Context: an optimization exercise on an open-source flow, tuned for small area. The choices shown serve that exercise and are no tape-out recipe.
Function was checked by simulation only, so behaviour that the tests miss may differ from the original.
Power and IR drop assume default switching activity.

==> inputs of exp/lagoon <==
// mlse_eq_top
module mlse_eq_top (
    input wire i_clk,
    input wire i_rst,
    input wire i_en,
    input wire i_cfg_eq_in_inv,
    input wire i_cfg_eq_out_inv,
    input wire i_cfg_eq_out_endian,
    input wire i_cfg_eq_p1a_en,
    input wire i_cfg_eq_p1b_en,
    input wire i_cfg_eq_p2_en,
    input wire i_cfg_eq_p3o_en,
    input wire i_cfg_eq_p3a_en,
    input wire i_cfg_eq_p3b_en,
    input wire i_cfg_eq_p4p_en,
    input wire i_cfg_eq_p4m_en,
    input wire [511:0] i_cfg_eq_hm1,   
    input wire [511:0] i_cfg_eq_hp1,   
    input wire [511:0] i_cfg_eq_hx,    
    input wire [383:0] i_dat_be,   
    output wire [63:0] o_drx
);
clock: 3.3 ns
lec_check: 0
abc_area: 1
cap_margin: 20
core_area: 5 5 1245 195
die_area: 0 0 1250 200
slew_margin: 20
standard.sh (not shown) runs the stock make flow with config.mk's settings and CLKGATE_MAP_FILE= SYNTH_SCRIPT=/design/flow/synth_recipe.tcl, a recipe that flattens the netlist after the stock synthesis.
==> flow/flow/run.sh <==
#!/bin/bash
# Layout flow: the standard synthesis, then its combinational logic mapped
# again by ABC with an area-oriented script (registers, their names and cell
# types are kept), then the standard flow from floorplan to finish, with
# the smallest buffer on the ports, and the pins of each lane placed so that
# the 64 lanes lie in a folded ring along the long, low die (flow/pins.tcl).
# The timing-driven global placement keeps its buffering only once its overflow
# is below 0.3, so that it buffers for a placement close to the final one.
set -euo pipefail
W=$PWD
R=$W/orfs/results/$FLOW_PLATFORM/mlse_eq_top/base
F=$W/flow

bash standard.sh synth > $W/log_1_standard_synth.log 2>&1
cp $R/1_2_yosys.v $W/std_1_2_yosys.v

LIB=$FLOW_HOME/platforms/$FLOW_PLATFORM/lib/sky130_fd_sc_hd__tt_025C_1v80.lib
DU=""
for c in $(sed -n '/DONT_USE_CELLS += /,/^#/p' $FLOW_HOME/platforms/$FLOW_PLATFORM/config.mk | grep -o 'sky130_fd_sc_hd__[a-z0-9_]*'); do
  DU="$DU -dont_use $c"
done
FFS=$(grep -o 'sky130_fd_sc_hd__[a-z0-9_]*' $W/std_1_2_yosys.v | sort -u | grep -E 'df|dl' | tr '\n' ' ')
BB=""
for c in $FFS; do BB="$BB blackbox $c;"; done

yosys -l $W/log_2_reopt.log -p "read_verilog $W/std_1_2_yosys.v; read_liberty -ignore_miss_func $LIB; $BB hierarchy -top $FLOW_TOP; flatten; hierarchy -top $FLOW_TOP; opt_clean; abc -script $F/area.abc -liberty $LIB $DU; opt_clean -purge; read_liberty -lib -ignore_redef $LIB; setundef -zero; hilomap -singleton -hicell sky130_fd_sc_hd__conb_1 HI -locell sky130_fd_sc_hd__conb_1 LO; insbuf -buf sky130_fd_sc_hd__buf_4 A X; opt_clean -purge; tee -o $W/reopt_stat.txt stat -liberty $LIB; check -assert -mapped; write_verilog -noattr -nohex -nodec $W/reopt.v" > /dev/null 2>&1

cp $W/reopt.v $R/1_2_yosys.v
touch $R/1_2_yosys.v
bash standard.sh "BUFFER_PORTS_ARGS=-buffer_cell sky130_fd_sc_hd__buf_1" PRE_IO_PLACEMENT_TCL=$F/pins.tcl GPL_KEEP_OVERFLOW=0.3 finish > $W/log_3_standard_finish.log 2>&1
Other scripts of this flow, unchanged in this note and not shown: flow/flow/area.abc, flow/flow/pins.tcl
==> inputs of exp/raven, as changes to exp/lagoon <==
--- a/flow/flow/run.sh
+++ b/flow/flow/run.sh
@@ -6,4 +6,2 @@
 # the 64 lanes lie in a folded ring along the long, low die (flow/pins.tcl).
-# The timing-driven global placement keeps its buffering only once its overflow
-# is below 0.3, so that it buffers for a placement close to the final one.
 set -euo pipefail
@@ -29,2 +27,2 @@
 touch $R/1_2_yosys.v
-bash standard.sh "BUFFER_PORTS_ARGS=-buffer_cell sky130_fd_sc_hd__buf_1" PRE_IO_PLACEMENT_TCL=$F/pins.tcl GPL_KEEP_OVERFLOW=0.3 finish > $W/log_3_standard_finish.log 2>&1
+bash standard.sh "BUFFER_PORTS_ARGS=-buffer_cell sky130_fd_sc_hd__buf_1" PRE_IO_PLACEMENT_TCL=$F/pins.tcl finish > $W/log_3_standard_finish.log 2>&1
==> flow_summary_export.csv <==
group,metric,value,unit
outcome,status,"complete, no violations",
placed_design,pre_cts_slack,-0.679,ns
power_and_ir_drop,pg_comb,17.4,mW
routing,wl_met1,169,mm
power_and_ir_drop,totalPowerFinal,45.0,mW
power_and_ir_drop,p_switching,16.8,mW
The numbers above come from exp/raven.

==> flow_summary_export.csv <==
group,metric,value,unit
power_and_ir_drop,pg_comb,17.7,mW
sta,layout_setup_ws,-0.0322,ns
outcome,so_faults,"setup timing",
placed_design,pre_cts_slack,-0.970,ns
power_and_ir_drop,totalPowerFinal,45.5,mW
outcome,status,"failed layout checks",
sta,setup_viol,4,
The numbers above come from exp/lagoon.


---

==> 02-10: inputs <==
Another version of the RTL of mlse_eq_top (not shown whole).
Settings: LEC_CHECK=0, ABC_AREA=1, CAP_MARGIN=20, CORE_MARGIN=2, CORE_UTILIZATION=40, SLEW_MARGIN=20; clock period 3.3 ns.
run.sh (not shown) runs the stock make flow with config.mk's settings and CLKGATE_MAP_FILE= SYNTH_SCRIPT=/design/flow/synth_recipe.tcl, a recipe that flattens the netlist after the stock synthesis.
Stock flow here: none of the scripts above is used.
==> inputs of 08-15, as changes to 02-10 <==
--- a/flow/config.mk
+++ b/flow/config.mk
@@ -9,4 +9,4 @@
 export CAP_MARGIN = 20
-export CORE_MARGIN = 2
-export CORE_UTILIZATION = 40
+export CORE_AREA = 10 10 690 690
+export DIE_AREA = 0 0 700 700
 export SLEW_MARGIN = 20
==> inputs of 06-19, as changes to 02-10 <==
==> flow/flow/run.sh (new file) <==
#!/bin/bash
# Layout flow: the standard synthesis, then its combinational logic mapped
# again by ABC with an area-oriented script (registers, their names and cell
# types are kept), then the standard flow from floorplan to finish.
set -euo pipefail
W=$PWD
R=$W/orfs/results/$FLOW_PLATFORM/mlse_eq_top/base
F=$W/flow

bash standard.sh synth > $W/log_1_standard_synth.log 2>&1
cp $R/1_2_yosys.v $W/std_1_2_yosys.v

LIB=$FLOW_HOME/platforms/$FLOW_PLATFORM/lib/sky130_fd_sc_hd__tt_025C_1v80.lib
DU=""
for c in $(sed -n '/DONT_USE_CELLS += /,/^#/p' $FLOW_HOME/platforms/$FLOW_PLATFORM/config.mk | grep -o 'sky130_fd_sc_hd__[a-z0-9_]*'); do
  DU="$DU -dont_use $c"
done
FFS=$(grep -o 'sky130_fd_sc_hd__[a-z0-9_]*' $W/std_1_2_yosys.v | sort -u | grep -E 'df|dl' | tr '\n' ' ')
BB=""
for c in $FFS; do BB="$BB blackbox $c;"; done

yosys -l $W/log_2_reopt.log -p "read_verilog $W/std_1_2_yosys.v; read_liberty -ignore_miss_func $LIB; $BB hierarchy -top $FLOW_TOP; flatten; hierarchy -top $FLOW_TOP; opt_clean; abc -script $F/area.abc -liberty $LIB $DU; opt_clean -purge; read_liberty -lib -ignore_redef $LIB; setundef -zero; hilomap -singleton -hicell sky130_fd_sc_hd__conb_1 HI -locell sky130_fd_sc_hd__conb_1 LO; insbuf -buf sky130_fd_sc_hd__buf_4 A X; opt_clean -purge; tee -o $W/reopt_stat.txt stat -liberty $LIB; check -assert -mapped; write_verilog -noattr -nohex -nodec $W/reopt.v" > /dev/null 2>&1

cp $W/reopt.v $R/1_2_yosys.v
touch $R/1_2_yosys.v
bash standard.sh > $W/log_3_standard_finish.log 2>&1
==> flow/flow/area.abc (new file) <==
strash
balance -l
resub -K 6 -l
rewrite -l
resub -K 6 -N 2 -l
refactor -l
resub -K 8 -l
balance -l
resub -K 8 -N 2 -l
rewrite -l
resub -K 10 -l
rewrite -z -l
resub -K 10 -N 2 -l
balance -l
resub -K 12 -l
refactor -z -l
resub -K 12 -N 2 -l
rewrite -z -l
balance -l
balance -l
resub -K 6 -l
rewrite -l
resub -K 6 -N 2 -l
refactor -l
resub -K 8 -l
balance -l
resub -K 8 -N 2 -l
rewrite -l
resub -K 10 -l
rewrite -z -l
resub -K 10 -N 2 -l
balance -l
resub -K 12 -l
refactor -z -l
resub -K 12 -N 2 -l
rewrite -z -l
balance -l
dch -f
amap
topo
==> flow/standard.sh (new file) <==
#!/bin/bash
# synth_recipe.tcl (not shown) runs the flow's synth.tcl, then flattens the netlist and writes it again
# the make line also repeats each setting of config.mk as NAME=value (left out here)
make -C /OpenROAD-flow-scripts/flow DESIGN_CONFIG=/design/flow/config.mk WORK_HOME=/design/flow/orfs CLKGATE_MAP_FILE= SYNTH_SCRIPT=/design/flow/synth_recipe.tcl "${@:-finish}"
--- a/flow/config.mk
+++ b/flow/config.mk
@@ -9,4 +9,4 @@
 export CAP_MARGIN = 20
-export CORE_MARGIN = 2
-export CORE_UTILIZATION = 40
+export CORE_AREA = 10 10 690 690
+export DIE_AREA = 0 0 700 700
 export SLEW_MARGIN = 20
removed: flow/run.sh
==> results.txt <==
| quantity | 02-10 | 06-19 | 08-15 |
|---|---|---|---|
| Status | did not finish | no timing/DRC/antenna violations | no timing/DRC/antenna violations |
| Last stage reached | I/O pin placement (3_2_place_iop) | - | - |
| Power in sequential cells | - | 18.6 mW | 18.7 mW |
| Highest clock frequency the design can meet | - | 309 MHz | 334 MHz |
| Root buffer selected by CTS | - | sky130_fd_sc_hd__clkbuf_16 | sky130_fd_sc_hd__clkbuf_16 |
| Number of instances resized during post-cts repair | - | 1 | 0 |
| Remaining number of nets flagged by the antenna check after routing | - | 0 | 0 |
| Clock-cell share of area | - | 3.51% | 3.11% |
| Number of port buffers | - | 1996 | 1996 |
| Worst setup path endpoint | - | dq[55]$_DFFE_PP_ | o_drx[61] |
| Final hold violation count | - | 0 | 0 |
| Endpoint with the worst hold slack | - | dq[645]$_DFFE_PP_ | dq[723]$_DFFE_PP_ |
| Detail Route met3 WL | - | 58.9 mm | 71.9 mm |
| Post-CTS setup-driven buffer insertion count | - | 2 | 0 |
| Critical setup path kind | - | reg -> reg | reg -> out |
| Clock group power | - | 16.0 mW | 15.4 mW |
| GRT Total Usage | - | 24.6% | 25.5% |
| Routed len/inst | - | 29.6 µm | 25.8 µm |

static timing again, ports no longer ideal:
No port has a modelled driver above. Below, the same layouts with a new extraction and two added sets of constraints. Step 1: set_driving_cell puts a clkbuf_16 on i_clk and a buf_2 on each other input, an assumption about the parent block. Step 2 times the ports against the registers' clock, not the clock port: input delays grow and output delays shrink by t, the midpoint of the rising clock arrivals with the driver on. a / b / c = ideal ports / drivers / drivers and shift; a / b = the first two.
run	t, ns	slack for setup (ns)	pins driven straight from the clock port
exp/lagoon	0.920	-0.032 / -0.070 / -0.850	1
exp/raven	0.899	0.132 / -0.391 / -0.718	1
08-15	0.917	0.306 / 0.204 / -0.105	1
06-19	0.943	0.064 / 0.064 / -0.661	1
With both steps, setup timing fails in exp/raven, 08-15 and 06-19, where it was met with ideal ports. The setup slack of exp/raven, which loses most, moves by -0.523 ns with the drivers and by -0.850 ns with both steps.
